This is an optimization exercise on Yosys and OpenROAD, whose aim is small area, not a production implementation. Where RTL was checked, it was by simulation tests only, not by an equivalence proof against the original. The RTL of run 1 was laid out without a check of its function. Power figures rest on the tool's default switching activity, not on a simulated workload.

==> flow/design.v <==
`timescale 1ns / 1ps
`default_nettype none
module rv32i_alu (
    input  logic                        i_clk,
    input  logic                        i_rst_n,
    input  logic [14-1:0]       i_alu,
    input  logic [4:0]                  i_rs1_addr,
    input  logic [31:0]                 i_rs1,
    input  logic [31:0]                 i_rs2,
    input  logic [31:0]                 i_imm,
    input  logic [2:0]                  i_funct3,
    input  logic [11-1:0]    i_opcode,
    input  logic [4-1:0] i_exception,
    input  logic [31:0]                 i_pc,
    input  logic [4:0]                  i_rd_addr,
    input  logic                        i_ce,
    input  logic                        i_stall,
    input  logic                        i_force_stall,
    input  logic                        i_flush,
    output logic [4:0]                  o_rs1_addr,
    output logic [31:0]                 o_rs1,
    output logic [31:0]                 o_rs2,
    output logic [11:0]                 o_imm,
    output logic [2:0]                  o_funct3,
    output logic [11-1:0]    o_opcode,
    output logic [4-1:0] o_exception,
    output logic [31:0]                 o_y,
    output logic [31:0]                 o_pc,
    output logic [31:0]                 o_next_pc,
    output logic                        o_change_pc,
    output logic                        o_wr_rd,
    output logic [4:0]                  o_rd_addr,
    output logic [31:0]                 o_rd,
    output logic                        o_rd_valid,
    output logic                        o_stall_from_alu,
    output logic                        o_ce,
    output logic                        o_stall,
    output logic                        o_flush
);
    logic op_rtype, op_itype, op_load, op_store, op_branch, op_jal, op_jalr;
    logic op_lui, op_auipc, op_system, op_fence;
    assign op_rtype  = i_opcode[0];
    assign op_itype  = i_opcode[1];
    assign op_load   = i_opcode[2];
    assign op_store  = i_opcode[3];
    assign op_branch = i_opcode[4];
    assign op_jal    = i_opcode[5];
    assign op_jalr   = i_opcode[6];
    assign op_lui    = i_opcode[7];
    assign op_auipc  = i_opcode[8];
    assign op_system = i_opcode[9];
    assign op_fence  = i_opcode[10];
    logic [31:0] a, b;
    assign a = (op_jal | op_auipc) ? i_pc : i_rs1;
    assign b = (op_rtype | op_branch) ? i_rs2 : i_imm;
    logic        do_sub;
    logic [31:0] bx, sum;
    logic        cout;
    assign do_sub = i_alu[1] | i_alu[2] | i_alu[3] | i_alu[12] | i_alu[13];
    assign bx = b ^ {32{do_sub}};
    logic [31:0] a_p, a_g; logic [32:0] a_c;
    assign a_p = a ^ bx; assign a_g = a & bx; assign a_c[0] = do_sub;
    logic a_G0, a_P0; assign a_G0 = (a_g[3] | (a_p[3] & (a_g[2] | (a_p[2] & (a_g[1] | (a_p[1] & a_g[0])))))); assign a_P0 = (a_p[3] & (a_p[2] & (a_p[1] & a_p[0])));
    assign sum[0] = a_p[0] ^ a_c[0];
    assign a_c[1] = a_g[0] | (a_p[0] & a_c[0]);
    assign sum[1] = a_p[1] ^ a_c[1];
    assign a_c[2] = a_g[1] | (a_p[1] & a_c[1]);
    assign sum[2] = a_p[2] ^ a_c[2];
    assign a_c[3] = a_g[2] | (a_p[2] & a_c[2]);
    assign sum[3] = a_p[3] ^ a_c[3];
    logic a_G1, a_P1; assign a_G1 = (a_g[7] | (a_p[7] & (a_g[6] | (a_p[6] & (a_g[5] | (a_p[5] & a_g[4])))))); assign a_P1 = (a_p[7] & (a_p[6] & (a_p[5] & a_p[4])));
    assign sum[4] = a_p[4] ^ a_c[4];
    assign a_c[5] = a_g[4] | (a_p[4] & a_c[4]);
    assign sum[5] = a_p[5] ^ a_c[5];
    assign a_c[6] = a_g[5] | (a_p[5] & a_c[5]);
    assign sum[6] = a_p[6] ^ a_c[6];
    assign a_c[7] = a_g[6] | (a_p[6] & a_c[6]);
    assign sum[7] = a_p[7] ^ a_c[7];
    logic a_G2, a_P2; assign a_G2 = (a_g[11] | (a_p[11] & (a_g[10] | (a_p[10] & (a_g[9] | (a_p[9] & a_g[8])))))); assign a_P2 = (a_p[11] & (a_p[10] & (a_p[9] & a_p[8])));
    assign sum[8] = a_p[8] ^ a_c[8];
    assign a_c[9] = a_g[8] | (a_p[8] & a_c[8]);
    assign sum[9] = a_p[9] ^ a_c[9];
    assign a_c[10] = a_g[9] | (a_p[9] & a_c[9]);
    assign sum[10] = a_p[10] ^ a_c[10];
    assign a_c[11] = a_g[10] | (a_p[10] & a_c[10]);
    assign sum[11] = a_p[11] ^ a_c[11];
    logic a_G3, a_P3; assign a_G3 = (a_g[15] | (a_p[15] & (a_g[14] | (a_p[14] & (a_g[13] | (a_p[13] & a_g[12])))))); assign a_P3 = (a_p[15] & (a_p[14] & (a_p[13] & a_p[12])));
    assign sum[12] = a_p[12] ^ a_c[12];
    assign a_c[13] = a_g[12] | (a_p[12] & a_c[12]);
    assign sum[13] = a_p[13] ^ a_c[13];
    assign a_c[14] = a_g[13] | (a_p[13] & a_c[13]);
    assign sum[14] = a_p[14] ^ a_c[14];
    assign a_c[15] = a_g[14] | (a_p[14] & a_c[14]);
    assign sum[15] = a_p[15] ^ a_c[15];
    logic a_G4, a_P4; assign a_G4 = (a_g[19] | (a_p[19] & (a_g[18] | (a_p[18] & (a_g[17] | (a_p[17] & a_g[16])))))); assign a_P4 = (a_p[19] & (a_p[18] & (a_p[17] & a_p[16])));
    assign sum[16] = a_p[16] ^ a_c[16];
    assign a_c[17] = a_g[16] | (a_p[16] & a_c[16]);
    assign sum[17] = a_p[17] ^ a_c[17];
    assign a_c[18] = a_g[17] | (a_p[17] & a_c[17]);
    assign sum[18] = a_p[18] ^ a_c[18];
    assign a_c[19] = a_g[18] | (a_p[18] & a_c[18]);
    assign sum[19] = a_p[19] ^ a_c[19];
    logic a_G5, a_P5; assign a_G5 = (a_g[23] | (a_p[23] & (a_g[22] | (a_p[22] & (a_g[21] | (a_p[21] & a_g[20])))))); assign a_P5 = (a_p[23] & (a_p[22] & (a_p[21] & a_p[20])));
    assign sum[20] = a_p[20] ^ a_c[20];
    assign a_c[21] = a_g[20] | (a_p[20] & a_c[20]);
    assign sum[21] = a_p[21] ^ a_c[21];
    assign a_c[22] = a_g[21] | (a_p[21] & a_c[21]);
    assign sum[22] = a_p[22] ^ a_c[22];
    assign a_c[23] = a_g[22] | (a_p[22] & a_c[22]);
    assign sum[23] = a_p[23] ^ a_c[23];
    logic a_G6, a_P6; assign a_G6 = (a_g[27] | (a_p[27] & (a_g[26] | (a_p[26] & (a_g[25] | (a_p[25] & a_g[24])))))); assign a_P6 = (a_p[27] & (a_p[26] & (a_p[25] & a_p[24])));
    assign sum[24] = a_p[24] ^ a_c[24];
    assign a_c[25] = a_g[24] | (a_p[24] & a_c[24]);
    assign sum[25] = a_p[25] ^ a_c[25];
    assign a_c[26] = a_g[25] | (a_p[25] & a_c[25]);
    assign sum[26] = a_p[26] ^ a_c[26];
    assign a_c[27] = a_g[26] | (a_p[26] & a_c[26]);
    assign sum[27] = a_p[27] ^ a_c[27];
    logic a_G7, a_P7; assign a_G7 = (a_g[31] | (a_p[31] & (a_g[30] | (a_p[30] & (a_g[29] | (a_p[29] & a_g[28])))))); assign a_P7 = (a_p[31] & (a_p[30] & (a_p[29] & a_p[28])));
    assign sum[28] = a_p[28] ^ a_c[28];
    assign a_c[29] = a_g[28] | (a_p[28] & a_c[28]);
    assign sum[29] = a_p[29] ^ a_c[29];
    assign a_c[30] = a_g[29] | (a_p[29] & a_c[29]);
    assign sum[30] = a_p[30] ^ a_c[30];
    assign a_c[31] = a_g[30] | (a_p[30] & a_c[30]);
    assign sum[31] = a_p[31] ^ a_c[31];
    logic a_X0; assign a_X0 = a_G0 | (a_P0 & a_c[0]);
    logic a_G1_0; assign a_G1_0 = a_G1 | (a_P1 & a_X0);
    logic a_G2_0; assign a_G2_0 = a_G2 | (a_P2 & a_G1);
    logic a_P2_0; assign a_P2_0 = a_P2 & a_P1;
    logic a_G3_0; assign a_G3_0 = a_G3 | (a_P3 & a_G2);
    logic a_P3_0; assign a_P3_0 = a_P3 & a_P2;
    logic a_G4_0; assign a_G4_0 = a_G4 | (a_P4 & a_G3);
    logic a_P4_0; assign a_P4_0 = a_P4 & a_P3;
    logic a_G5_0; assign a_G5_0 = a_G5 | (a_P5 & a_G4);
    logic a_P5_0; assign a_P5_0 = a_P5 & a_P4;
    logic a_G6_0; assign a_G6_0 = a_G6 | (a_P6 & a_G5);
    logic a_P6_0; assign a_P6_0 = a_P6 & a_P5;
    logic a_G7_0; assign a_G7_0 = a_G7 | (a_P7 & a_G6);
    logic a_P7_0; assign a_P7_0 = a_P7 & a_P6;
    logic a_G2_1; assign a_G2_1 = a_G2_0 | (a_P2_0 & a_X0);
    logic a_G3_1; assign a_G3_1 = a_G3_0 | (a_P3_0 & a_G1_0);
    logic a_G4_1; assign a_G4_1 = a_G4_0 | (a_P4_0 & a_G2_0);
    logic a_P4_1; assign a_P4_1 = a_P4_0 & a_P2_0;
    logic a_G5_1; assign a_G5_1 = a_G5_0 | (a_P5_0 & a_G3_0);
    logic a_P5_1; assign a_P5_1 = a_P5_0 & a_P3_0;
    logic a_G6_1; assign a_G6_1 = a_G6_0 | (a_P6_0 & a_G4_0);
    logic a_P6_1; assign a_P6_1 = a_P6_0 & a_P4_0;
    logic a_G7_1; assign a_G7_1 = a_G7_0 | (a_P7_0 & a_G5_0);
    logic a_P7_1; assign a_P7_1 = a_P7_0 & a_P5_0;
    logic a_G4_2; assign a_G4_2 = a_G4_1 | (a_P4_1 & a_X0);
    logic a_G5_2; assign a_G5_2 = a_G5_1 | (a_P5_1 & a_G1_0);
    logic a_G6_2; assign a_G6_2 = a_G6_1 | (a_P6_1 & a_G2_1);
    logic a_G7_2; assign a_G7_2 = a_G7_1 | (a_P7_1 & a_G3_1);
    assign a_c[4] = a_X0;
    assign a_c[8] = a_G1_0;
    assign a_c[12] = a_G2_1;
    assign a_c[16] = a_G3_1;
    assign a_c[20] = a_G4_2;
    assign a_c[24] = a_G5_2;
    assign a_c[28] = a_G6_2;
    assign a_c[32] = a_G7_2;
    assign cout = a_c[32];
    logic ltu, lt, eq;
    assign ltu = ~cout;
    assign lt  = (a[31] ^ b[31]) ? a[31] : ltu;
    assign eq  = ~|a_p;   
    logic [31:0] a_rev, sh_in, sh_out, sh_rev;
    logic        fill;
    always_comb for (int i = 0; i < 32; i++) a_rev[i] = a[31-i];
    assign sh_in  = i_alu[7] ? a_rev : a;
    assign fill   = i_alu[9] & a[31];
    assign sh_out = 32'($signed({fill, sh_in}) >>> b[4:0]);
    always_comb for (int i = 0; i < 32; i++) sh_rev[i] = sh_out[31-i];
    logic cmp;
    assign cmp = (i_alu[2] & lt) | (i_alu[3] & ltu) | (i_alu[12] & ~lt) |
                 (i_alu[13] & ~ltu) | (i_alu[10] & eq) | (i_alu[11] & ~eq);
    logic stall, capture, cap;
    assign stall   = i_stall | o_stall;
    assign capture = i_ce & ~stall;
    assign cap     = i_rst_n & capture;
    logic s_sum, s_p, s_g, s_sll, s_sr;
    assign s_sum = i_alu[0] | i_alu[1];
    assign s_p   = i_alu[4] | i_alu[5];
    assign s_g   = i_alu[6] | i_alu[5];
    assign s_sll = i_alu[7];
    assign s_sr  = i_alu[8] | i_alu[9];
    logic [31:0] yc;
    assign yc = ({32{cap & s_sum}} & sum) |
                ({32{cap & s_p}} & a_p) |
                ({32{cap & s_g}} & a_g) |
                ({32{cap & s_sll}} & sh_rev) |
                ({32{cap & s_sr}} & sh_out) |
                {31'b0, cap & cmp};
    logic y0;
    assign y0 = (s_sum & sum[0]) | (s_p & a_p[0]) | (s_g & a_g[0]) | (s_sll & sh_rev[0]) |
                (s_sr & sh_out[0]) | cmp;
    logic [31:0] ta, target;
    assign ta = op_jalr ? i_rs1 : (op_lui ? 32'b0 : i_pc);
    logic [31:0] t_p, t_g; logic [32:0] t_c;
    assign t_p = ta ^ i_imm; assign t_g = ta & i_imm; assign t_c[0] = 1'b0;
    logic t_G0, t_P0; assign t_G0 = (t_g[3] | (t_p[3] & (t_g[2] | (t_p[2] & (t_g[1] | (t_p[1] & t_g[0])))))); assign t_P0 = (t_p[3] & (t_p[2] & (t_p[1] & t_p[0])));
    assign target[0] = t_p[0] ^ t_c[0];
    assign t_c[1] = t_g[0] | (t_p[0] & t_c[0]);
    assign target[1] = t_p[1] ^ t_c[1];
    assign t_c[2] = t_g[1] | (t_p[1] & t_c[1]);
    assign target[2] = t_p[2] ^ t_c[2];
    assign t_c[3] = t_g[2] | (t_p[2] & t_c[2]);
    assign target[3] = t_p[3] ^ t_c[3];
    logic t_G1, t_P1; assign t_G1 = (t_g[7] | (t_p[7] & (t_g[6] | (t_p[6] & (t_g[5] | (t_p[5] & t_g[4])))))); assign t_P1 = (t_p[7] & (t_p[6] & (t_p[5] & t_p[4])));
    assign target[4] = t_p[4] ^ t_c[4];
    assign t_c[5] = t_g[4] | (t_p[4] & t_c[4]);
    assign target[5] = t_p[5] ^ t_c[5];
    assign t_c[6] = t_g[5] | (t_p[5] & t_c[5]);
    assign target[6] = t_p[6] ^ t_c[6];
    assign t_c[7] = t_g[6] | (t_p[6] & t_c[6]);
    assign target[7] = t_p[7] ^ t_c[7];
    logic t_G2, t_P2; assign t_G2 = (t_g[11] | (t_p[11] & (t_g[10] | (t_p[10] & (t_g[9] | (t_p[9] & t_g[8])))))); assign t_P2 = (t_p[11] & (t_p[10] & (t_p[9] & t_p[8])));
    assign target[8] = t_p[8] ^ t_c[8];
    assign t_c[9] = t_g[8] | (t_p[8] & t_c[8]);
    assign target[9] = t_p[9] ^ t_c[9];
    assign t_c[10] = t_g[9] | (t_p[9] & t_c[9]);
    assign target[10] = t_p[10] ^ t_c[10];
    assign t_c[11] = t_g[10] | (t_p[10] & t_c[10]);
    assign target[11] = t_p[11] ^ t_c[11];
    logic t_G3, t_P3; assign t_G3 = (t_g[15] | (t_p[15] & (t_g[14] | (t_p[14] & (t_g[13] | (t_p[13] & t_g[12])))))); assign t_P3 = (t_p[15] & (t_p[14] & (t_p[13] & t_p[12])));
    assign target[12] = t_p[12] ^ t_c[12];
    assign t_c[13] = t_g[12] | (t_p[12] & t_c[12]);
    assign target[13] = t_p[13] ^ t_c[13];
    assign t_c[14] = t_g[13] | (t_p[13] & t_c[13]);
    assign target[14] = t_p[14] ^ t_c[14];
    assign t_c[15] = t_g[14] | (t_p[14] & t_c[14]);
    assign target[15] = t_p[15] ^ t_c[15];
    logic t_G4, t_P4; assign t_G4 = (t_g[19] | (t_p[19] & (t_g[18] | (t_p[18] & (t_g[17] | (t_p[17] & t_g[16])))))); assign t_P4 = (t_p[19] & (t_p[18] & (t_p[17] & t_p[16])));
    assign target[16] = t_p[16] ^ t_c[16];
    assign t_c[17] = t_g[16] | (t_p[16] & t_c[16]);
    assign target[17] = t_p[17] ^ t_c[17];
    assign t_c[18] = t_g[17] | (t_p[17] & t_c[17]);
    assign target[18] = t_p[18] ^ t_c[18];
    assign t_c[19] = t_g[18] | (t_p[18] & t_c[18]);
    assign target[19] = t_p[19] ^ t_c[19];
    logic t_G5, t_P5; assign t_G5 = (t_g[23] | (t_p[23] & (t_g[22] | (t_p[22] & (t_g[21] | (t_p[21] & t_g[20])))))); assign t_P5 = (t_p[23] & (t_p[22] & (t_p[21] & t_p[20])));
    assign target[20] = t_p[20] ^ t_c[20];
    assign t_c[21] = t_g[20] | (t_p[20] & t_c[20]);
    assign target[21] = t_p[21] ^ t_c[21];
    assign t_c[22] = t_g[21] | (t_p[21] & t_c[21]);
    assign target[22] = t_p[22] ^ t_c[22];
    assign t_c[23] = t_g[22] | (t_p[22] & t_c[22]);
    assign target[23] = t_p[23] ^ t_c[23];
    logic t_G6, t_P6; assign t_G6 = (t_g[27] | (t_p[27] & (t_g[26] | (t_p[26] & (t_g[25] | (t_p[25] & t_g[24])))))); assign t_P6 = (t_p[27] & (t_p[26] & (t_p[25] & t_p[24])));
    assign target[24] = t_p[24] ^ t_c[24];
    assign t_c[25] = t_g[24] | (t_p[24] & t_c[24]);
    assign target[25] = t_p[25] ^ t_c[25];
    assign t_c[26] = t_g[25] | (t_p[25] & t_c[25]);
    assign target[26] = t_p[26] ^ t_c[26];
    assign t_c[27] = t_g[26] | (t_p[26] & t_c[26]);
    assign target[27] = t_p[27] ^ t_c[27];
    logic t_G7, t_P7; assign t_G7 = (t_g[31] | (t_p[31] & (t_g[30] | (t_p[30] & (t_g[29] | (t_p[29] & t_g[28])))))); assign t_P7 = (t_p[31] & (t_p[30] & (t_p[29] & t_p[28])));
    assign target[28] = t_p[28] ^ t_c[28];
    assign t_c[29] = t_g[28] | (t_p[28] & t_c[28]);
    assign target[29] = t_p[29] ^ t_c[29];
    assign t_c[30] = t_g[29] | (t_p[29] & t_c[29]);
    assign target[30] = t_p[30] ^ t_c[30];
    assign t_c[31] = t_g[30] | (t_p[30] & t_c[30]);
    assign target[31] = t_p[31] ^ t_c[31];
    logic t_X0; assign t_X0 = t_G0 | (t_P0 & t_c[0]);
    logic t_G1_0; assign t_G1_0 = t_G1 | (t_P1 & t_X0);
    logic t_G2_0; assign t_G2_0 = t_G2 | (t_P2 & t_G1);
    logic t_P2_0; assign t_P2_0 = t_P2 & t_P1;
    logic t_G3_0; assign t_G3_0 = t_G3 | (t_P3 & t_G2);
    logic t_P3_0; assign t_P3_0 = t_P3 & t_P2;
    logic t_G4_0; assign t_G4_0 = t_G4 | (t_P4 & t_G3);
    logic t_P4_0; assign t_P4_0 = t_P4 & t_P3;
    logic t_G5_0; assign t_G5_0 = t_G5 | (t_P5 & t_G4);
    logic t_P5_0; assign t_P5_0 = t_P5 & t_P4;
    logic t_G6_0; assign t_G6_0 = t_G6 | (t_P6 & t_G5);
    logic t_P6_0; assign t_P6_0 = t_P6 & t_P5;
    logic t_G7_0; assign t_G7_0 = t_G7 | (t_P7 & t_G6);
    logic t_P7_0; assign t_P7_0 = t_P7 & t_P6;
    logic t_G2_1; assign t_G2_1 = t_G2_0 | (t_P2_0 & t_X0);
    logic t_G3_1; assign t_G3_1 = t_G3_0 | (t_P3_0 & t_G1_0);
    logic t_G4_1; assign t_G4_1 = t_G4_0 | (t_P4_0 & t_G2_0);
    logic t_P4_1; assign t_P4_1 = t_P4_0 & t_P2_0;
    logic t_G5_1; assign t_G5_1 = t_G5_0 | (t_P5_0 & t_G3_0);
    logic t_P5_1; assign t_P5_1 = t_P5_0 & t_P3_0;
    logic t_G6_1; assign t_G6_1 = t_G6_0 | (t_P6_0 & t_G4_0);
    logic t_P6_1; assign t_P6_1 = t_P6_0 & t_P4_0;
    logic t_G7_1; assign t_G7_1 = t_G7_0 | (t_P7_0 & t_G5_0);
    logic t_P7_1; assign t_P7_1 = t_P7_0 & t_P5_0;
    logic t_G4_2; assign t_G4_2 = t_G4_1 | (t_P4_1 & t_X0);
    logic t_G5_2; assign t_G5_2 = t_G5_1 | (t_P5_1 & t_G1_0);
    logic t_G6_2; assign t_G6_2 = t_G6_1 | (t_P6_1 & t_G2_1);
    logic t_G7_2; assign t_G7_2 = t_G7_1 | (t_P7_1 & t_G3_1);
    assign t_c[4] = t_X0;
    assign t_c[8] = t_G1_0;
    assign t_c[12] = t_G2_1;
    assign t_c[16] = t_G3_1;
    assign t_c[20] = t_G4_2;
    assign t_c[24] = t_G5_2;
    assign t_c[28] = t_G6_2;
    assign t_c[32] = t_G7_2;
    logic take;
    assign take = ~i_flush & ((op_branch & y0) | op_jal | op_jalr);
    assign o_next_pc   = take ? target : 32'b0;
    assign o_change_pc = take & i_ce;
    assign o_flush     = i_flush | (take & i_ce);
    assign o_stall     = (i_stall | i_force_stall) & ~i_flush;
    logic [31:0] pc4, ic;
    assign pc4[1:0] = i_pc[1:0];
    assign ic[2] = 1'b1;
    for (genvar i = 2; i < 32; i++) begin : g_inc
        assign pc4[i] = i_pc[i] ^ ic[i];
        if (i < 31) assign ic[i+1] = ic[i] & i_pc[i];
    end
    logic s_rdy, s_rdt, s_rdp;
    assign s_rdy = ~i_flush & (op_rtype | op_itype);
    assign s_rdt = op_lui | op_auipc;
    assign s_rdp = ~i_flush & (op_jal | op_jalr);
    logic [31:0] y_d, rd_d;
    assign y_d  = yc | ({32{~cap}} & o_y);
    assign rd_d = ({32{s_rdy}} & yc) | ({32{cap & s_rdt}} & target) |
                  ({32{cap & s_rdp}} & pc4) | ({32{~cap}} & o_rd);
    always_ff @(posedge i_clk, negedge i_rst_n) begin
        if (!i_rst_n) begin
            o_exception      <= 0;
            o_ce             <= 0;
            o_stall_from_alu <= 0;
        end else begin
            if (capture) begin
                o_exception      <= i_exception;
                o_stall_from_alu <= op_store | op_load;
            end
            if (!stall) o_ce <= i_ce & ~i_flush;
            else if (!i_stall) o_ce <= 0;
        end
    end
    always_ff @(posedge i_clk) begin
        if (i_rst_n && capture) begin
            o_opcode   <= i_opcode;
            o_rs1_addr <= i_rs1_addr;
            o_rs1      <= i_rs1;
            o_rs2      <= i_rs2;
            o_rd_addr  <= i_rd_addr;
            o_imm      <= i_imm[11:0];
            o_funct3   <= i_funct3;
            o_pc       <= i_pc;
        end
    end
    always_ff @(posedge i_clk) begin
        o_y  <= y_d;
        o_rd <= rd_d;
    end
    assign o_wr_rd    = ~(o_opcode[4] | o_opcode[3] | o_opcode[10] |
                          (o_opcode[9] & (o_funct3 == 3'd0)));
    assign o_rd_valid = ~(o_opcode[2] | (o_opcode[9] & (o_funct3 != 3'd0)));
endmodule
==> flow/flow/run.sh <==
#!/bin/bash
# The standard layout (standard.sh), with two changes:
#  - synthesis runs flow/synth.tcl: the standard synthesis script with an area-oriented ABC script;
#  - the buffer that global placement puts on every input and output port is
#    sky130_fd_sc_hd__buf_1 instead of the one OpenROAD picks by default.
# The make output goes to flow_make.log; each ORFS step logs to orfs/logs/.
set -euo pipefail
cd "$(dirname "$0")/.."
bash standard.sh "SYNTH_SCRIPT=$PWD/flow/synth.tcl" \
  "BUFFER_PORTS_ARGS=-buffer_cell sky130_fd_sc_hd__buf_1" finish > flow_make.log 2>&1
==> flow/flow/area.abc <==
strash
dch
amap
topo
stime -c
buffer -c
upsize -c
dnsize -c
==> flow/flow/synth.tcl <==
# The standard synthesis script (synth_recipe.tcl in the work folder), with one change: the
# ABC pass maps the logic with flow/area.abc, an area-oriented script, instead of ORFS's own.
# Flip-flops are mapped before ABC runs, so the registers are those of the standard synthesis.
set my_flow_dir [file dirname [file normalize [info script]]]
proc abc {args} {
  set i [lsearch -exact $args -script]
  if {$i >= 0} { lset args [expr {$i + 1}] [file join $::my_flow_dir area.abc] }
  yosys abc {*}$args
}
source [file join [file dirname $my_flow_dir] synth_recipe.tcl]
==> flow/standard.sh <==
#!/bin/bash
# synth_recipe.tcl (not shown) runs the flow's synth.tcl, then flattens the netlist and writes it again
# the make line also repeats each setting of config.mk as NAME=value (left out here)
make -C /OpenROAD-flow-scripts/flow DESIGN_CONFIG=/design/flow/config.mk WORK_HOME=/design/flow/orfs CLKGATE_MAP_FILE= SYNTH_SCRIPT=/design/flow/synth_recipe.tcl "${@:-finish}"
==> flow/config.mk <==
export PLATFORM = sky130hd
export DESIGN_NAME = rv32i_alu
export DESIGN_NICKNAME = rv32i_alu
export VERILOG_FILES = /design/flow/design.v
export SDC_FILE = /design/flow/constraint.sdc
export NUM_CORES = 4
export LEC_CHECK = 0
export ABC_AREA = 1
export CAP_MARGIN = 20
export CORE_MARGIN = 2
export CORE_UTILIZATION = 40
export CTS_CLUSTER_DIAMETER = 150
export CTS_CLUSTER_SIZE = 25
export SLEW_MARGIN = 20
==> flow/constraint.sdc <==
create_clock -name core_clock -period 9.0 [get_ports {i_clk}]
set_input_delay 1.8000 -clock core_clock [delete_from_list [all_inputs] [get_ports {i_clk}]]
set_output_delay 1.8000 -clock core_clock [all_outputs]
set_load 0.01 [all_outputs]
==> results of run 1 <==
## area by class of cell
cell class	count	share of cell area (%)
multi-input cells	907	44.16
repair buffers	472	12.58
inverters	165	3.880
clock inverters	1	0.1866
well taps	448	3.483
clock buffers	19	2.162
flip-flops and latches	202	33.53
diodes	1	0.01555
## stage by stage
stage,util (%),cell area [um2],power (mW),hold WS [ns],cells
after global routing,48.35,16090,2.963,0.4915,2215
after detailed placement,47.05,15660,2.211,0.4582,2193
after floorplan,-,13410,1.820,0.4890,1370
final,48.35,16090,2.812,0.4789,2215
after global placement,47.05,15660,2.199,0.4545,2193
after CTS,48.23,16050,2.810,0.4769,2213
## state kept, by name (all words and copies together) (netlist names)
signal	count
o_funct3	3
o_y	32
o_rs1_addr	5
o_exception	4
o_rs1	32
o_rd	32
o_ce	1
o_pc	32
o_opcode	11
o_rs2	32
o_rd_addr	5
o_imm	12
o_stall_from_alu	1
## routing by layer
metal | up-vias | GRT usage [%] | routed length (um)
met2 | 579 | 45.35 | 23730
met5 | - | 0 | 13
li1 | 6043 | - | -
met4 | 2 | 9.768 | 1656
met1 | 6262 | 37.40 | 21620
met3 | 87 | 5.197 | 3767
## cell families (layout without fill, tap and decap cells)
logic type / after synthesis / after routing
fa+ha+maj: 132 / 132
other cells: 0 / 1
buf+inv: 261 / 657
simple gates: 212 / 212
compound gates: 563 / 563
flops: 202 / 202
## synth_stat cells, drive strengths merged
cell type / instances
o221ai: 2
nor4: 9
o21ai: 99
inv: 163
clkbuf: 91
o21bai: 3
nand4: 12
a31oi: 1
o32ai: 8
nor2: 124
a222oi: 5
a21oi: 64
o22ai: 146
a2111oi: 1
nor3: 13
ha: 85
a22oi: 3
a32o: 23
nor2b: 1
edfxtp: 132
o32a: 1
a211oi: 6
o22a: 78
nand2: 45
o21a: 17
or2: 4
o31ai: 1
a22o: 5
a32oi: 3
nand3: 3
buf: 5
a221oi: 20
dfxtp: 64
fa: 47
a311oi: 1
o221a: 35
dfrtp: 6
clkinv: 2
a21o: 5
a221o: 36
and2: 1
## where the power goes
part	internal, mW	total, mW	leakage (nW)	switching [mW]
Combinational	0.390	1.04	4.22	0.646
Sequential	1.12	1.18	1.82	0.0618
Clock	0.276	0.599	0.179	0.323
## how the worst max path moves through the flow
stage	start	to	depth (start not counted)
floorplan	i_opcode[7]	o_next_pc[27]	28
finish	i_opcode[6]	o_next_pc[30]	28
global placement	i_opcode[7]	o_next_pc[31]	29
detailed placement	i_opcode[7]	o_next_pc[31]	29
CTS	i_opcode[6]	o_next_pc[30]	28
global route	i_opcode[6]	o_next_pc[30]	28
## repair_timing
item / 4_1_cts / 5_1_grt
gates resized for setup: 11 / 11
endpoints found under the hold margin: 0 / 0
buffers inserted: 0 / 1
endpoints found under the setup margin: 6 / 6
pin swaps: 1 / 4
==> out/metrics.yaml, run 1 <==
synth:
  syn_inst: 1370
  synth_area_um2: 13410
  synth-xor-area-share_pct: 0
  synth.area.top_cells: "edfxtp_1 (30%), dfxtp_1 (9.6%), ha_1 (7.9%)"
  synth-seq-cells: 202
  synth-simple-area-share_pct: 6.786
  yosys.area.top_type_share_pct: 29.57
  yosysSeqAreaShare_pct: 40.25
  synth_mux_area_share_pct: 0
  syn_avg_cell_area_um2: 9.785
  yosysTopAreaCell: "edfxtp_1"
  synth_compound_area_share_pct: 30.61
  yosysWarnings: 1
  synthAdderAreaFrac_pct: 14.95
  synth_cell_types: 52
  synth_top_family_by_area: "compound AO/OA/AOI/OAI gates"
  synth.net_count: 1678
power:
  p_per_area_nw_per_um2: 174.7
  p_leak_nw: 6.217
  peakVddDrop_uv: 101.8
clocking:
  htree_levels: 1
  cts_buffers: 12
  cts-root-buf: "clkbuf_16"
  cts.sinks: 202
  clock_latency_ns: 0.48
  hold_buffers: 0
  cts_tree: "built"
  cts.clk_slew.worst_paths_ns: 0.10
  cts_buffer_depth: 3
layout:
  drive_above_1_share_pct: 8.607
  multi_input_area_um2: 7107
  final_cell_mix: "buf_1 (406), inv_1 (157), o22ai_1 (142), edfxtp_1 (132), nor2_1 (122)"
  seq_area_um2: 5395
  fillCellCount: 3277
  final_common_cell: "buf_1"
  area_growth_pct: 20.04
  fin_nets: 2068
worst_hold_path:
  min_from: "o_y[20]"
  hp-class: "reg2reg"
  holdPathStages: 2
  whs_endpoint: "o_y[20]"
sta:
  fin_skew_ns: 0
  hold_viol_final: 0
  setup_viol: 0
  relSlewSlack_pct: 18.02
  fin_crit_ns: 8.785
  max_freq_mhz: 113.8
  worstMarginPinSlew_ns: 1.225
  worst_slack_ns: 0.2152
  drv_slew: 0
  tns_ns: 0
  min_period_over_period_pct: 97.61
route:
  drcViolationCount: 0
  ant_nets: 0
  drtIter0Drc: 1320
  dr.pass1.iters: 7
  totalWireLength_um: 50790
  via_per_inst: 5.857
  post_drt_wl_per_cell_um: 22.93
  vias: 12970
global_route:
  overflow: 0
  grt_first_pass_wirelength_um: 75850
  grt_pass1_vias: 12470
  track_usage_pct: 27.92
  grt_max_degree: 66
  antenna_found_initial: 2
job:
  drv_cap: 0
floorplanning:
  die_area_um2: 34990
  die_h_um: 187.1
  die_w_um: 187.1
  initial_core_util_pct: 40.28
  core_area_um2: 33280
  num_rows: 67
  ios: 415
critical_path:
  critical_path_buf_inv_count: 8
  critPathMaxStageDelay_ns: 0.53
  cp.required_ns: 7.20
  reg2reg_depth: 1
  cp_common_cell: "inv_1"
  arrival_ns: 6.98
  r2r-end: "o_rd[21]"
  r2r_setup_slack_ns: 8.26
  crit_type: "in2out"
  end_kind: "output port"
  r2r-start: "o_rd[21]"
  crit_fanout: 4
  cpLargestDelayFamily: "adder cells"
  cp-start-kind: "input pin"
  slowest_stage: "fa_2"
placed_design:
  place_congestion: 0.9428
  port_buffers: 414
  place_hpwl_um: 39870
  post-place-ws_ns: -0.3816
status:
  status: "finished clean"
==> run 2: changes to the inputs <==
--- a/flow/design.v
+++ b/flow/design.v
@@ -320,6 +320,12 @@
     assign y_d  = yc | ({32{~cap}} & o_y);
     assign rd_d = ({32{s_rdy}} & yc) | ({32{cap & s_rdt}} & target) |
                   ({32{cap & s_rdp}} & pc4) | ({32{~cap}} & o_rd);
+    logic [3:0] op_enc, op_code;
+    always_comb begin
+        op_enc = 4'd0;
+        for (int j = 0; j < 11; j++) op_enc = op_enc | (i_opcode[j] ? 4'(j + 1) : 4'd0);
+    end
+    always_comb for (int j = 0; j < 11; j++) o_opcode[j] = (op_code == 4'(j + 1));
     always_ff @(posedge i_clk, negedge i_rst_n) begin
         if (!i_rst_n) begin
             o_exception      <= 0;
@@ -336,7 +342,7 @@
     end
     always_ff @(posedge i_clk) begin
         if (i_rst_n && capture) begin
-            o_opcode   <= i_opcode;
+            op_code    <= op_enc;
             o_rs1_addr <= i_rs1_addr;
             o_rs1      <= i_rs1;
             o_rs2      <= i_rs2;
==> run 2 against run 1 <==
Net effect: still clean on timing, DRC and antenna; die area is 0.66% lower; non-clock buffer count is 6 lower; sequential power is 3% lower; power is 6.9% higher; utilization is 1.1 points higher; first-iteration DRC count is 17% higher; largest power group unchanged.
==> out/metrics.yaml, run 2 <==
global_route:
  overflow: 0
  antenna_found_initial: 1
  grt_first_pass_wirelength_um: 82170
  grt_max_degree: 86
  track_usage_pct: 31.13
  grt_pass1_vias: 12770
clocking:
  cts-root-buf: "clkbuf_16"
  cts_buffers: 17
  clock_latency_ns: 0.45
  cts_buffer_depth: 2
  cts.sinks: 195
  hold_buffers: 0
  cts.clk_slew.worst_paths_ns: 0.08
  htree_levels: 4
  cts_tree: "built"
critical_path:
  cp.required_ns: 7.20
  crit_type: "in2out"
  cp-start-kind: "input pin"
  critical_path_buf_inv_count: 8
  end_kind: "output port"
  crit_fanout: 4
  arrival_ns: 7.03
  cpLargestDelayFamily: "adder cells"
  slowest_stage: "fa_2"
  critPathMaxStageDelay_ns: 0.54
  r2r-start: "o_rd[24]"
  r2r_setup_slack_ns: 8.25
  cp-startpoint: "i_opcode[6]"
route:
  dr.pass1.iters: 6
  vias: 13550
  drcViolationCount: 0
  post_drt_wl_per_cell_um: 24.95
  totalWireLength_um: 55820
  via_per_inst: 6.057
  drtIter0Drc: 1539
  ant_nets: 0
sta:
  setup_viol: 0
  fin_skew_ns: 0
  fin_hold_ws_ns: 0.4705
  relSlewSlack_pct: 25.39
  min_period_over_period_pct: 98.06
  rsz0062_at_grt: "yes"
  max_freq_mhz: 113.3
  drv_slew: 0
  tns_ns: 0
  worstMarginPinSlew_ns: 1.107
  hold_viol_final: 0
  fin_crit_ns: 8.826
  worst_slack_ns: 0.1744
layout:
  stdcell_area_um2: 16140
  final_common_cell: "buf_1"
  fin_nets: 2090
  drive_above_1_share_pct: 9.081
  post-route-util_pct: 49.47
  final_cell_mix: "buf_1 (407), inv_1 (156), o22ai_1 (148), nor2_1 (133), edfxtp_1 (125)"
  layout.cells.non_filler: 2237
  area_growth_pct: 21.20
  num_antenna_cells: 0
floorplanning:
  initial_core_util_pct: 40.82
  die_h_um: 186.5
  die_w_um: 186.5
  num_rows: 66
  ios: 415
  die_area_um2: 34760
  core_area_um2: 32620
power:
  p_per_area_nw_per_um2: 186.2
  p_leak_nw: 6.263
  peakVddDrop_uv: 113.6
  power_mw: 3.005
synth:
  synth_ff_type: "edfxtp_1"
  syn_inst: 1392
  syn_avg_cell_area_um2: 9.566
  synth_area_um2: 13320
  synth_cell_types: 53
  yosys.area.top_type_share_pct: 28.19
  synth-async-reset-ratio_pct: 3.077
  synth-seq-cells: 195
  yosysMostFrequentCell: "inv_1"
  yosys-top-cells-count: "inv_1 (158), o22ai_1 (150), nor2_1 (135)"
  synth-edff-count: 125
  yosysSeqAreaShare_pct: 38.94
  synth.area.top_cells: "edfxtp_1 (28%), dfxtp_1 (9.6%), ha_1 (8.0%)"
  yosysTopAreaCell: "edfxtp_1"
  yosysWarnings: 1
  synth.net_count: 1700
placed_design:
  port_buffers: 414
  dpl_cell_area_um2: 15500
  place_hpwl_um: 44230
  place_inst: 2204
  post-place-ws_ns: -0.2689
  place_congestion: 0.9747
worst_hold_path:
  min_from: "o_y[17]"
  hp-class: "reg2reg"
status:
  status: "finished clean"
job:
  drv_cap: 0
run 2: cells by family after synthesis:
| family | Yosys count | synth area share, % |
|---|---|---|
| flip-flops | 195 | 38.94 |
| buffers and inverters | 262 | 7.564 |
| adder cells (fa/ha/maj) | 132 | 15.05 |
| AND/OR/NAND/NOR | 240 | 7.790 |
| AO/OA/AOI/OAI | 563 | 30.65 |
run 2: final timing paths:
| kind | to | depth (start not counted) |
|---|---|---|
| min | o_y[17] | 2 |
| min reg2reg | o_y[17] | 2 |
| max | o_next_pc[26] | 28 |
| max in group asynchronous | o_exception[2] | 1 |
| min in group asynchronous | o_exception[1] | 1 |
| max reg2reg | o_rd[24] | 1 |
run 2: report_power, final:
| part | leakage [nW] | internal (mW) | total, mW | switching, mW |
|---|---|---|---|---|
| logic | 4.21 | 0.391 | 1.07 | 0.684 |
| clock network | 0.292 | 0.407 | 0.789 | 0.382 |
| registers | 1.76 | 1.08 | 1.14 | 0.0627 |
run 2: cell type report:
type | count | area [um2]
flip-flops and latches | 195 | 5185
multi-input cells | 935 | 7186
clock inverters | 13 | 138.9
well taps | 442 | 553.0
fillers | 3120 | 16480
inverters | 167 | 631.9
repair buffers | 466 | 1991
clock buffers | 19 | 452.9
run 2: repair_timing:
action | 4_1_cts | 5_1_grt
setup endpoints to repair | 6 | 6
buffers inserted | 0 | 1
gates resized for setup | 11 | 10
pin swaps | 1 | 4
hold endpoints to repair | 0 | 0
run 2: layer usage:
metal	GRT usage (%)	part of all wire, %	up-vias
met5	0	0	-
met4	10.87	3.3	0
met3	6.225	9.3	100
met2	49.63	46	774
met1	42.27	41	6557
li1	-	-	6118
run 2: worst min-delay path: stages, from the launching register on:
cell and delay (ns):
dfxtp_1 0.31, inv_1 0.04, o21ai_0 0.07
==> run 3: changes to the inputs <==
==> flow/flow/area.abc (replaced) <==
strash
dch -f
amap
topo
stime -c
buffer -c
upsize -c
dnsize -c
--- a/flow/config.mk
+++ b/flow/config.mk
@@ -9,6 +9,5 @@
 export CAP_MARGIN = 20
 export CORE_MARGIN = 2
 export CORE_UTILIZATION = 40
-export CTS_CLUSTER_DIAMETER = 150
-export CTS_CLUSTER_SIZE = 25
+export CTS_BUF_LIST = sky130_fd_sc_hd__clkbuf_8
 export SLEW_MARGIN = 20
==> run 3 against run 2 <==
Net effect: critical path depth rose by 1; synthesized cell count fell by 2.2%; largest cell class unchanged; still clean on timing, DRC and antenna; final cell count fell by 0.45%; critical path type unchanged; routed wire length fell by 4.3%; combinational power barely moved.
==> out/metrics.yaml, run 3 <==
synth:
  synth-edff-count: 125
  yosysSeqAreaShare_pct: 39.26
  synth_cell_types: 54
  synth-xor-area-share_pct: 0.3316
  yosysTopAreaCell: "edfxtp_1"
  syn_inst: 1362
  synth-async-reset-ratio_pct: 3.077
  yosysMostFrequentCell: "o22ai_1"
  syn_avg_cell_area_um2: 9.697
  yosys-top-cells-count: "o22ai_1 (172), inv_1 (151), edfxtp_1 (125)"
  synth_ff_type: "edfxtp_1"
  synth.area.top_cells: "edfxtp_1 (28%), dfxtp_1 (9.7%), o22ai_1 (8.1%)"
  yosys.area.top_type_share_pct: 28.42
  synth-seq-cells: 195
  synth_compound_area_share_pct: 30.69
  synth_mux_area_share_pct: 0
  synth_area_um2: 13210
  yosysWarnings: 1
  synth-simple-area-share_pct: 7.228
  synth.net_count: 1670
  synthAdderAreaFrac_pct: 15.18
  synth_top_family_by_area: "compound AO/OA/AOI/OAI gates"
power:
  peakVddDrop_uv: 85.29
  power.share.combinational_pct: 38.4
  p_sw_share_pct: 38.53
  p_switching_mw: 1.075
  clkPwrFrac_pct: 20.7
  p_leak_nw: 6.148
  p_per_area_nw_per_um2: 174.3
  seq_power_share_pct: 41.0
  internal_power_mw: 1.716
  power_mw: 2.791
critical_path:
  crit_fanout: 4
  slowest_stage: "fa_1"
  cp.required_ns: 7.20
  cp_common_cell: "fa_2"
  crit_type: "in2out"
  cpLargestDelayFamily: "adder cells"
  critPathMaxStageDelay_ns: 0.40
  critical_path_buf_inv_count: 6
  arrival_ns: 6.97
  cp-start-kind: "input pin"
  end_kind: "output port"
clocking:
  cts.sinks: 195
  clock_latency_ns: 0.51
  cts_buffer_depth: 2
  cts.clk_slew.worst_paths_ns: 0.09
  hold_buffers: 0
  cts-root-buf: "clkbuf_8"
  htree_levels: 4
  cts_buffers: 17
  cts_tree: "built"
global_route:
  grt_max_degree: 85
  antenna_found_initial: 1
  overflow: 0
  grt_pass1_vias: 12600
  grt_first_pass_wirelength_um: 77110
  track_usage_pct: 30.11
job:
  drv_cap: 0
layout:
  final_cell_mix: "buf_1 (410), o22ai_1 (167), inv_1 (153), edfxtp_1 (125), nor2_1 (111)"
  stdcell_area_um2: 16010
  area_growth_pct: 21.22
  drive_above_1_share_pct: 9.580
  final_common_cell: "buf_1"
  fillCellCount: 3178
  layout.cells.non_filler: 2227
  num_antenna_cells: 0
  fin_nets: 2080
sta:
  relSlewSlack_pct: 29.09
  setup_viol: 0
  drv_slew: 0
  hold_viol_final: 0
  worstMarginPinSlew_ns: 1.062
  fin_crit_ns: 8.768
  fin_skew_ns: 0
  max_freq_mhz: 114.0
  min_period_over_period_pct: 97.43
  tns_ns: 0
placed_design:
  place_inst: 2191
  port_buffers: 414
  place_hpwl_um: 41320
  place_congestion: 0.9714
  dpl_cell_area_um2: 15530
route:
  post_drt_wl_per_cell_um: 23.99
  ant_nets: 0
  totalWireLength_um: 53440
  drcViolationCount: 0
  drtIter0Drc: 1274
  vias: 13340
  via_per_inst: 5.991
  dr.pass1.iters: 5
floorplanning:
  ios: 415
  die_h_um: 185.7
  die_area_um2: 34490
  num_rows: 66
  die_w_um: 185.7
  core_area_um2: 32540
  initial_core_util_pct: 40.59
worst_hold_path:
  hp-class: "reg2reg"
status:
  status: "finished clean"
-- run 3: changes by cell type after synthesis, sizes merged, moves of 7 or more --
cell / previous run / this run
a21oi: 63 / 47
a2111oi: 0 / 8
inv: 165 / 154
nor2: 135 / 115
o22ai: 152 / 172
nor3: 17 / 9
o21ai: 100 / 88
a22o: 5 / 12
-- run 3: kinds of logic (layout without fill, tap and decap cells) --
logic type      count (synthesis)  count (layout)
compound gates                554             554
simple gates                  222             222
xor+xnor                        5               5
flops                         195             195
buf+inv                       254             677
fa+ha+maj                     132             132
-- run 3: worst min-delay path: cells and delay by family, from the launching register on --
| kind | cells | cell delay (ns) |
|---|---|---|
| flops | 1 | 0.32 |
| compound gates | 1 | 0.07 |
| buf+inv | 1 | 0.04 |
-- run 3: metrics by stage --
stage / setup slack [ns] / hold WS [ns] / utilization [%]
after floorplan: 0.05801 / 0.4879 / -
after global placement: -0.3356 / 0.4540 / 47.72
after detailed placement: -0.4693 / 0.4595 / 47.72
after CTS: 0.02155 / 0.4766 / 48.93
after global routing: -0.0009304 / 0.4982 / 49.21
final: 0.2315 / 0.4730 / 49.21
-- run 3: layout make-up --
class / count / area, um2 / area share, %
Inverter: 159 / 601.8 / 3.759
Timing Repair Buffer: 486 / 2116 / 13.22
Sequential cell: 195 / 5185 / 32.39
Tap cell: 442 / 553.0 / 3.454
Multi-Input combinational cell: 913 / 7183 / 44.87
Clock inverter: 13 / 110.1 / 0.6877
Clock buffer: 19 / 261.5 / 1.633
-- run 3: layer usage --
metal  routed length (um)  share of wire [%]  track usage [%]
met5                    0                  0                0
met4                 1336                2.5            8.850
met3                 4295                8.0            5.322
met2                24980                 47            48.97
met1                22820                 43            41.03
-- run 3: final timing paths --
path | depth (start not counted) | slack (ns) | endpoint | start
hold / removal | 2 | 0.47 | o_y[13] | o_y[13]
hold reg to reg | 2 | 0.47 | o_y[13] | o_y[13]
setup reg to reg | 1 | 8.26 | o_rd[16] | o_rd[16]
setup / recovery | 29 | 0.23 | o_next_pc[31] | i_opcode[7]
min in group asynchronous | 1 | 1.14 | o_exception[3] | i_rst_n
max in group asynchronous | 1 | 7.60 | o_stall_from_alu | i_rst_n
-- run 3: power by group through the flow --
stage                     logic [mW]  clock network [mW]  registers, mW
after detailed placement        1.04                   0           1.16
after global routing            1.16               0.611           1.16
after floorplan                0.566                   0           1.22
after global placement          1.04                   0           1.16
final                           1.07               0.577           1.14
after CTS                       1.05               0.585           1.14
-- run 3: timing repair --
| item | CTS | global route |
|---|---|---|
| gates resized for setup | 10 | 16 |
| cloned | 0 | 0 |
| endpoints found under the hold margin | 0 | 0 |
| setup buffers | 0 | 4 |
| endpoints found under the setup margin | 6 | 34 |
| pin swaps | 1 | 9 |
==> run 4: changes to the inputs <==
--- a/flow/flow/run.sh
+++ b/flow/flow/run.sh
@@ -1,6 +1,7 @@
 #!/bin/bash
 # The standard layout (standard.sh), with two changes:
-#  - synthesis runs flow/synth.tcl: the standard synthesis script with an area-oriented ABC script;
+#  - synthesis runs flow/synth.tcl: the standard synthesis script without extract_fa and with an
+#    area-oriented ABC script;
 #  - the buffer that global placement puts on every input and output port is
 #    sky130_fd_sc_hd__buf_1 instead of the one OpenROAD picks by default.
 # The make output goes to flow_make.log; each ORFS step logs to orfs/logs/.
==> flow/flow/area.abc (replaced) <==
strash
dch
amap
topo
stime -c
buffer -c
upsize -c
dnsize -c
==> flow/flow/synth.tcl (replaced) <==
# The standard synthesis script (synth_recipe.tcl in the work folder), with two changes to the
# mapping of the logic: Yosys's extract_fa pass is skipped, so ABC maps the adders together with
# the rest of the logic, and the ABC pass uses flow/area.abc, an area-oriented script, instead of
# ORFS's own. Flip-flops are mapped before ABC runs and extract_fa never touches them, so the
# registers (names, count and cell types) are those of the standard synthesis.
set my_flow_dir [file dirname [file normalize [info script]]]
proc extract_fa {args} { puts "extract_fa skipped by flow/synth.tcl" }
proc abc {args} {
  set i [lsearch -exact $args -script]
  if {$i >= 0} { lset args [expr {$i + 1}] [file join $::my_flow_dir area.abc] }
  yosys abc {*}$args
}
source [file join [file dirname $my_flow_dir] synth_recipe.tcl]
==> run 4 against run 3 <==
Net effect: power fell by 5.8%; first-iteration DRC count increased by 29%; sequential power barely moved; sequential share of layout area grew 1.7 points; final cell count is 7.6% higher; routed wire length down 0.18%; combinational power down 11%; die area is 2.6% lower; flip-flop and latch count stayed put; global-route usage up 0.45 points; largest cell class unchanged.
==> out/metrics.yaml, run 4 <==
global_route:
  antenna_found_initial: 0
  overflow: 0
  grt_max_degree: 90
  grt_pass1_vias: 12670
  grt_first_pass_wirelength_um: 77390
  track_usage_pct: 30.56
sta:
  setup_viol: 0
  drv_slew: 0
  hold_viol_final: 0
  worst_slack_ns: 0.3922
  max_freq_mhz: 116.2
  fin_skew_ns: 0
  worstMarginPinSlew_ns: 1.114
  tns_ns: 0
  fin_crit_ns: 8.608
  min_period_over_period_pct: 95.64
  relSlewSlack_pct: 25.06
  rsz0062_at_grt: "no"
power:
  power.share.combinational_pct: 36.4
  clkPwrFrac_pct: 20.7
  p_sw_share_pct: 39.03
  p_leak_nw: 5.437
  seq_power_share_pct: 42.9
  peakVddDrop_uv: 91.35
  internal_power_mw: 1.602
  power_mw: 2.628
  p_per_area_nw_per_um2: 173.0
  p_switching_mw: 1.026
layout:
  num_antenna_cells: 0
  area_growth_pct: 18.19
  drive_above_1_share_pct: 6.369
  final_cell_mix: "buf_1 (413), nor2_1 (300), o22ai_1 (152), o21ai_0 (138), edfxtp_1 (125)"
  layout.cells.non_filler: 2396
  final_common_cell: "buf_1"
  fin_nets: 2157
route:
  dr.pass1.iters: 6
  drcViolationCount: 0
  ant_nets: 0
  totalWireLength_um: 53340
  vias: 14470
  post_drt_wl_per_cell_um: 22.26
  drtIter0Drc: 1641
  via_per_inst: 6.040
placed_design:
  place_hpwl_um: 42640
  port_buffers: 414
  post-place-ws_ns: 0.4847
  place_inst: 2364
  place_congestion: 1.007
floorplanning:
  die_area_um2: 33580
  core_area_um2: 31640
  num_rows: 65
  ios: 415
  die_w_um: 183.3
  die_h_um: 183.3
  initial_core_util_pct: 40.63
clocking:
  cts-root-buf: "clkbuf_8"
  hold_buffers: 0
  htree_levels: 4
  cts_tree: "built"
  clock_latency_ns: 0.50
  cts_buffers: 17
  cts.sinks: 195
  cts.clk_slew.worst_paths_ns: 0.09
  cts_buffer_depth: 2
synth:
  synth-async-reset-ratio_pct: 3.077
  synth-edff-count: 125
  yosysSeqAreaShare_pct: 40.34
  synth_area_um2: 12850
  yosysWarnings: 1
  synth_cell_types: 61
  yosysTopAreaCell: "edfxtp_1"
  synth_ff_type: "edfxtp_1"
  synth.net_count: 1786
  yosys-top-cells-count: "nor2_1 (301), o22ai_1 (152), o21ai_0 (142)"
  syn_inst: 1610
  syn_avg_cell_area_um2: 7.984
  synth-seq-cells: 195
  yosys.area.top_type_share_pct: 29.20
  synth.area.top_cells: "edfxtp_1 (29%), dfxtp_1 (10%), nor2_1 (8.8%)"
  yosysMostFrequentCell: "nor2_1"
status:
  status: "finished clean"
critical_path:
  end_kind: "output port"
  crit_fanout: 34
  crit_type: "in2out"
  critPathMaxStageDelay_ns: 0.40
  cp.required_ns: 7.20
  slowest_stage: "a221oi_2"
  cp-start-kind: "input pin"
  arrival_ns: 6.81
worst_hold_path:
  hp-class: "reg2reg"
job:
  drv_cap: 0
[run 4: area by class of cell]
class,instances,area [um2]
fill,3265,16440
multi-input combinational,1191,6833
sequential,195,5185
timing repair buffer,449,1831
tap,402,503.0
inverter,127,484.2
clock buffer,17,234.0
clock inverter,15,122.6
[run 4: per-stage QoR]
stage	utilization (%)	hold WS [ns]	cell area (um2)
2_1_floorplan	-	0.4890	12850
3_3_place_gp	46.89	0.4565	14830
3_5_place_dp	46.89	0.4571	14830
4_1_cts	48.02	0.4778	15190
5_1_grt	48.02	0.4897	15190
6_report	48.02	0.4738	15190
[run 4: metal layers]
metal	up-vias	GRT usage, %	routed length (um)
li1	6839	-	-
met1	6781	42.15	22640
met2	777	49.59	24550
met3	76	5.322	5012
met4	0	8.096	1138
met5	-	0	0
[run 4: cells by family after synthesis]
kind of cell    after synthesis  share of synthesized area (%)
buf+inv                     224                          6.892
flops                       195                          40.34
compound gates              677                          35.72
simple gates                514                          17.04
[run 4: worst paths after layout]
path / from / to / slack (ns) / depth (start not counted)
worst max-delay path: i_opcode[4] / o_next_pc[21] / 0.39 / 31
worst min-delay path: o_y[12] / o_y[12] / 0.47 / 2
worst max register to register: o_rd[11] / o_rd[11] / 8.26 / 1
worst min register to register: o_y[12] / o_y[12] / 0.47 / 2
max in group asynchronous: i_rst_n / o_ce / 7.57 / 1
min in group asynchronous: i_rst_n / o_exception[1] / 1.17 / 1
[run 4: repair_timing]
action                                  in CTS  in global routing
endpoints found under the setup margin       0                 30
gates resized for setup                      0                  1
setup buffers                                0                  0
[run 4: critical path, delay by kind of cell]
kind | cells | cell delay [ns]
AOI/OAI and AO/OA | 12 | 2.24
buffers and inverters | 10 | 1.65
and+or+nand+nor | 9 | 1.05
[run 4: power groups by stage]
| stage | clock network (mW) | logic, mW | registers [mW] |
|---|---|---|---|
| 2_1_floorplan | 0 | 0.524 | 1.20 |
| 4_1_cts | 0.555 | 0.941 | 1.13 |
| 5_1_grt | 0.584 | 1.04 | 1.14 |
| 6_report | 0.544 | 0.957 | 1.13 |
| 3_5_place_dp | 0 | 0.937 | 1.15 |
| 3_3_place_gp | 0 | 0.937 | 1.14 |
==> run 5: changes to the inputs <==
==> flow/flow/area.abc (replaced) <==
strash
dch -f
amap
topo
stime -c
buffer -c
dnsize -c
==> run 5 against run 4 <==
Net effect: still clean; register-to-register slack is essentially flat; sequential power hardly changed; synthesized cell count is 1.4% higher; final cell count rose by 1.2%; routed wire length increased by 0.22%; global-route usage is 0.56 points higher; critical path depth fell by 3; fmax is essentially flat; utilization grew 0.49 points; clock power increased by 8.1%; worst hold slack got worse by 0.0016 ns; non-clock buffer count increased by 8.
==> out/metrics.yaml, run 5 <==
sta:
  relSlewSlack_pct: 19.13
  tns_ns: 0
  drv_slew: 0
  min_period_over_period_pct: 95.65
  fin_skew_ns: 0
  fin_hold_ws_ns: 0.4722
  worstMarginPinSlew_ns: 1.202
  fin_crit_ns: 8.609
  hold_viol_final: 0
  setup_viol: 0
  rsz0062_at_grt: "no"
  max_freq_mhz: 116.2
layout:
  final_cell_mix: "buf_1 (412), nor2_1 (273), o22ai_1 (171), inv_1 (168), o21ai_0 (153)"
  drive_above_1_share_pct: 5.045
  fin_nets: 2186
  post-route-util_pct: 48.51
  fillCellCount: 3220
  multi_input_area_um2: 6590
  seq_area_um2: 5185
  area_growth_pct: 20.09
  num_antenna_cells: 0
  final_common_cell: "buf_1"
power:
  seq_power_share_pct: 42.2
  p_per_area_nw_per_um2: 175.5
  peakVddDrop_uv: 86.66
  p_leak_nw: 5.618
  p_sw_share_pct: 38.74
  p_switching_mw: 1.033
  power.share.combinational_pct: 35.7
  internal_power_mw: 1.633
  clkPwrFrac_pct: 22.1
synth:
  yosys-top-cells-count: "nor2_1 (275), o22ai_1 (175), inv_1 (166)"
  synth_area_um2: 12650
  yosysTopAreaCell: "edfxtp_1"
  syn_avg_cell_area_um2: 7.750
  yosysMostFrequentCell: "nor2_1"
  synth-edff-count: 125
  syn_inst: 1632
  synth_cell_types: 46
  synth.area.top_cells: "edfxtp_1 (30%), dfxtp_1 (10%), o22ai_1 (8.7%)"
  synth-seq-cells: 195
  yosys.area.top_type_share_pct: 29.68
  yosysWarnings: 1
  synth_ff_type: "edfxtp_1"
  synth.net_count: 1808
  yosysSeqAreaShare_pct: 40.99
  synth-async-reset-ratio_pct: 3.077
critical_path:
  end_kind: "output port"
  arrival_ns: 6.81
  crit_type: "in2out"
  cp.required_ns: 7.20
  cp-start-kind: "input pin"
  crit_fanout: 31
clocking:
  htree_levels: 4
  cts_setup_buffers: 0
  cts_buffer_depth: 2
  cts.sinks: 195
  hold_buffers: 0
  cts.clk_slew.worst_paths_ns: 0.09
  cts_tree: "built"
  cts_buffers: 17
  cts-root-buf: "clkbuf_8"
  clock_latency_ns: 0.51
global_route:
  track_usage_pct: 31.12
  grt_max_degree: 68
  grt_pass1_vias: 12770
  grt_first_pass_wirelength_um: 78940
  antenna_found_initial: 0
  overflow: 0
route:
  vias: 14590
  via_per_inst: 6.017
  drtIter0Drc: 1534
  totalWireLength_um: 53460
  post_drt_wl_per_cell_um: 22.05
  ant_nets: 0
  drcViolationCount: 0
  dr.pass1.iters: 6
worst_hold_path:
  hp-class: "reg2reg"
floorplanning:
  initial_core_util_pct: 40.40
  die_h_um: 181.8
  die_area_um2: 33060
  num_rows: 65
  die_w_um: 181.8
  core_area_um2: 31310
  ios: 415
job:
  drv_cap: 0
placed_design:
  place_congestion: 0.9577
  place_hpwl_um: 41910
  port_buffers: 414
status:
  status: "finished clean"
## run 5: critical path, stage by stage
cell,delay [ns]
buf_1,0.15
nor2_4,0.26
clkinv_1,0.18
buf_4,0.29
o22ai_2,0.18
inv_1,0.08
o22ai_1,0.20
nand2_1,0.10
o21ai_0,0.18
nor2b_1,0.12
a21oi_1,0.25
o21ai_1,0.18
a311oi_2,0.35
buf_4,0.18
o221ai_1,0.13
inv_1,0.14
o21a_1,0.19
nor3_2,0.07
a221oi_2,0.31
inv_1,0.09
o22ai_1,0.13
o211ai_1,0.13
a221oi_2,0.34
nor2b_1,0.10
o21ai_2,0.18
buf_8,0.23
nor2_1,0.09
buf_1,0.15
## run 5: path summary, 6_finish.rpt
check | from | to | slack (ns) | cells after the start
worst max-delay path | i_opcode[4] | o_next_pc[10] | 0.39 | 28
worst min register to register | o_y[3] | o_y[3] | 0.47 | 2
max in group asynchronous | i_rst_n | o_exception[0] | 7.57 | 1
min in group asynchronous | i_rst_n | o_ce | 1.16 | 1
worst min-delay path | o_y[3] | o_y[3] | 0.47 | 2
worst max register to register | o_rd[30] | o_rd[30] | 8.25 | 2
## run 5: kinds of logic after synthesis
group	synth area share, %
DFF	40.99
AOI/OAI and AO/OA	34.74
buffers and inverters	7.924
and+or+nand+nor	16.34
## run 5: stage by stage
stage / area, um2 / power (mW) / worst slack [ns] / instances
2_1_floorplan: 12650 / 1.709 / 0.8794 / 1632
3_3_place_gp: 14750 / 2.070 / 0.2585 / 2393
3_5_place_dp: 14750 / 2.073 / -0.02455 / 2393
4_1_cts: 15140 / 2.654 / 0.08599 / 2424
5_1_grt: 15190 / 2.793 / 0.0004685 / 2424
6_report: 15190 / 2.666 / 0.3913 / 2424
## run 5: repair_timing
action	in CTS	in global routing
pin swaps	0	0
resized for setup	1	11
cloned	0	0
setup endpoints to repair	10	34
## run 5: final cells by class
type | instances | share of cell area (%)
multi-input combinational | 1170 | 43.39
sequential | 195 | 34.14
timing repair buffer | 457 | 12.42
inverter | 169 | 4.209
tap | 402 | 3.311
clock buffer | 18 | 1.631
clock inverter | 13 | 0.9061
## run 5: per-layer routing
layer	track usage (%)	wire length, um	up-vias
li1	-	-	6870
met1	45.23	23560	6885
met2	48.83	24170	770
met3	4.192	4701	61
met4	7.902	1018	0
met5	0	0	-
## run 5: power groups by stage
stage,logic (mW),registers [mW],clock network (mW)
2_1_floorplan,0.505,1.20,0
3_3_place_gp,0.926,1.14,0
3_5_place_dp,0.927,1.15,0
4_1_cts,0.933,1.13,0.597
5_1_grt,1.03,1.14,0.624
6_report,0.952,1.13,0.588

-- static timing again, ports no longer ideal --
The flow's constraints put no driver on any port. The routed layouts listed below were extracted and timed again, unchanged, in two steps. Step 1 (the two cells are an assumption about what drives the block):
set clk [get_ports {i_clk}]
set_driving_cell -lib_cell sky130_fd_sc_hd__clkbuf_16 $clk
set_driving_cell -lib_cell sky130_fd_sc_hd__buf_2 [delete_from_list [all_inputs] $clk]
Step 2 adds t to the input delays and takes it off the output delays; t is the mean of the earliest and latest rising clock arrival at the registers after step 1. Input paths then give back, and output paths get back, about the clock's delay inside the block. a / b / c = no drivers / after step 1 / after step 2; a / b = the first two.
| run | shift t [ns] | setup slack, ns | worst slew at a driven data input, ns |
|---|---|---|---|
| run 1 | 0.524 | 0.215 / 0.076 / 0.076 | 0.13 |
| run 2 | 0.506 | 0.174 / 0.137 / 0.137 | 0.17 |
| run 3 | 0.553 | 0.232 / 0.186 / 0.186 | 0.09 |
| run 4 | 0.549 | 0.392 / 0.349 / 0.349 | 0.11 |
| run 5 | 0.555 | 0.391 / 0.368 / 0.368 | 0.10 |
After both steps every run listed still meets setup and hold. The setup slack of run 1, which loses most, moves by -0.139 ns with the drivers and by -0.139 ns with both steps.
